Source: an optimization exercise on an open RTL-to-GDS flow (aim: small area). Production flows keep margins and buffers that such runs may drop.
No activity file was given, so power comes from the tool's default toggle rates.

## build 45
Design slot_machine_v2, start of the top module:
module slot_machine_v2 (
    input MAX10_CLK1_50,
    input RST,    
    input KEY0,  
    input KEY1,  
    input SW0, SW1, SW2,  
    input SW9,            
    output LEDR0, LEDR1, LEDR2, LEDR3, LEDR4, LEDR5, LEDR6, LEDR7, LEDR8, LEDR9,
    output HEX00, HEX01, HEX02, HEX03, HEX04, HEX05, HEX06,
    output HEX30, HEX31, HEX32, HEX33, HEX34, HEX35, HEX36,
    output HEX40, HEX41, HEX42, HEX43, HEX44, HEX45, HEX46,
    output HEX50, HEX51, HEX52, HEX53, HEX54, HEX55, HEX56,
    output DMR0, DMR1, DMR2, DMR3, DMR4, DMR5, DMR6, DMR7,
    output DMC10, DMC11, DMC12, DMC13, DMC14, DMC15, DMC16, DMC17,
    output DMC00, DMC01, DMC02, DMC03, DMC04, DMC05, DMC06, DMC07
);
Size: roughly 620 cells after synthesis, roughly 70 I/O pins, about 4300 um2 of cells after synthesis.
clock: 15.0 ns
lec_check: 0
abc_area: 1
cap_margin: 20
core_margin: 2
core_utilization: 40
slew_margin: 20
standard.sh (not shown) runs the stock make flow with config.mk's settings and CLKGATE_MAP_FILE= SYNTH_SCRIPT=/design/flow/synth_recipe.tcl, a recipe that flattens the netlist after the stock synthesis.
==> flow/flow/run.sh <==
#!/bin/bash
# Own layout flow: the standard synthesis, then a stronger area re-mapping of the
# combinational logic between the (unchanged) registers, then the standard
# ORFS layout with small port buffers.
set -euo pipefail
WORK=$(pwd)
R=$WORK/orfs/results/$FLOW_PLATFORM/slot_machine_v2/base
YOSYS=${FLOW_HOME}/../tools/install/yosys/bin/yosys
[ -x "$YOSYS" ] || YOSYS=yosys

bash standard.sh synth > "$WORK/log_synth.txt" 2>&1

cp "$R/1_2_yosys.v" "$WORK/std_synth.v"
LIB=$FLOW_HOME/platforms/$FLOW_PLATFORM/lib/sky130_fd_sc_hd__tt_025C_1v80.lib \
IN=$WORK/std_synth.v OUT=$WORK/reopt.v SCRIPT=$WORK/flow/area.abc \
  "$YOSYS" -c "$WORK/flow/reopt.tcl" > "$WORK/log_reopt.txt" 2>&1
cp "$WORK/reopt.v" "$R/1_2_yosys.v"
rm -f "$R/1_synth.odb"

EXTRA=("BUFFER_PORTS_ARGS=-buffer_cell sky130_fd_sc_hd__buf_1")
if [ -f "$WORK/flow/cts_args.txt" ]; then
  EXTRA+=("CTS_ARGS=$(cat "$WORK/flow/cts_args.txt")")
fi
bash standard.sh "${EXTRA[@]}" finish > "$WORK/log_layout.txt" 2>&1
==> flow/flow/cts_args.txt <==
-sink_clustering_enable -repair_clock_nets -dont_use_dummy_load -buf_list {sky130_fd_sc_hd__clkbuf_8 sky130_fd_sc_hd__clkbuf_16} -sink_clustering_size 40 -sink_clustering_max_diameter 300
Other scripts of this flow, unchanged in this note and not shown: flow/flow/area.abc, flow/flow/reopt.tcl
Here is what was changed in the inputs of build 75 compared with build 45.
==> flow/flow/cts_args.txt <==
-sink_clustering_enable -repair_clock_nets -dont_use_dummy_load -buf_list sky130_fd_sc_hd__clkbuf_8 -sink_clustering_size 25
[summary]
Build 75 ended with every stage complete and zero timing, DRC or antenna violations.
~same global-route wire length before repair in build 45 and build 75
Re post-route fraction of the period consumed by the critical path: no difference whatsoever between build 45 and build 75.
Between build 75 and build 45, the clock power does not differ in any meaningful way.
Re number of vias after detailed routing: no difference whatsoever between build 75 and build 45.
Build 45 and build 75 ended up with nearly the same required time of the critical path.
From build 75 to build 45, fraction of layout cells with a size suffix above 1 did not move at all.
Comparing build 75 against build 45, there is no change at all in utilization.
Any difference in register-to-register slack between build 75 and build 45 is small enough to ignore.
Diff build 75..build 45 | final area | unchanged
Global-route total usage across every layer: build 45 vs build 75 identical
Build 75 and build 45 ended up with roughly the same largest driver fanout on the critical path.
#### Input delta (build 10 over build 75)
Settings: changing CORE_UTILIZATION from 40 to 70.
==> flow/flow/cts_args.txt <==
-sink_clustering_enable -repair_clock_nets -dont_use_dummy_load
Findings:
Taking build 75 as the reference, in build 10 cell count after placement fell by 7.9%, clock latency of the later-clocked register in the worst-skew pair rose by 0.02 ns, core utilization rose by 35 points.
Against build 75, build 10 comes in 9.5% higher on via count.
Looking at final cell count without fillers, build 10 sits 65 lower than build 75 does.
Input-level comparison between build 7 and build 10:
Settings: swapping 70 for 40 in CORE_UTILIZATION.
==> comparison <==
On synthesis-to-finish area growth: between build 7 and build 10, it ends up higher for build 7. Arrival time of data at the critical path endpoint in build 7 is 0.50 ns below build 10. Looking at worst hold slack across all endpoints, build 7 sits above build 10. Build 10 leaves less setup margin than build 7. On final instance area: between build 7 and build 10, it ends up lower for build 10.
No functional check of the RTL was part of any run of this note.

[what the ideal ports hide]
The flow's constraints put no driver on any port. The routed layouts listed below were extracted and timed again, unchanged, in two steps.
Step 1 assumes that a clkbuf_16 drives the clock port and a buf_2 every other input.
Step 2 adds t to the input delays and takes it off the output delays; t is the mean of the earliest and latest rising clock arrival at the registers after step 1. Input paths then give back, and output paths get back, about the clock's delay inside the block.
a / b / c = no drivers / after step 1 / after step 2; a / b = the first two.
run | t (ns) | slack for setup (ns) | worst setup path after step 2 | pins driven straight from the clock port
build 45 | 0.371 | 6.584 / 6.593 / 6.222 | input to register | 1
build 75 | 0.371 | 6.584 / 6.593 / 6.222 | input to register | 1
build 10 | 0.378 | 6.080 / 6.085 / 5.707 | input to register | 1
build 7 | 0.371 | 6.584 / 6.593 / 6.222 | input to register | 1
After both steps setup and hold are still met in every run listed. The setup slack of build 10, which loses most, moves by +0.005 ns with the drivers and by -0.373 ns with both steps.
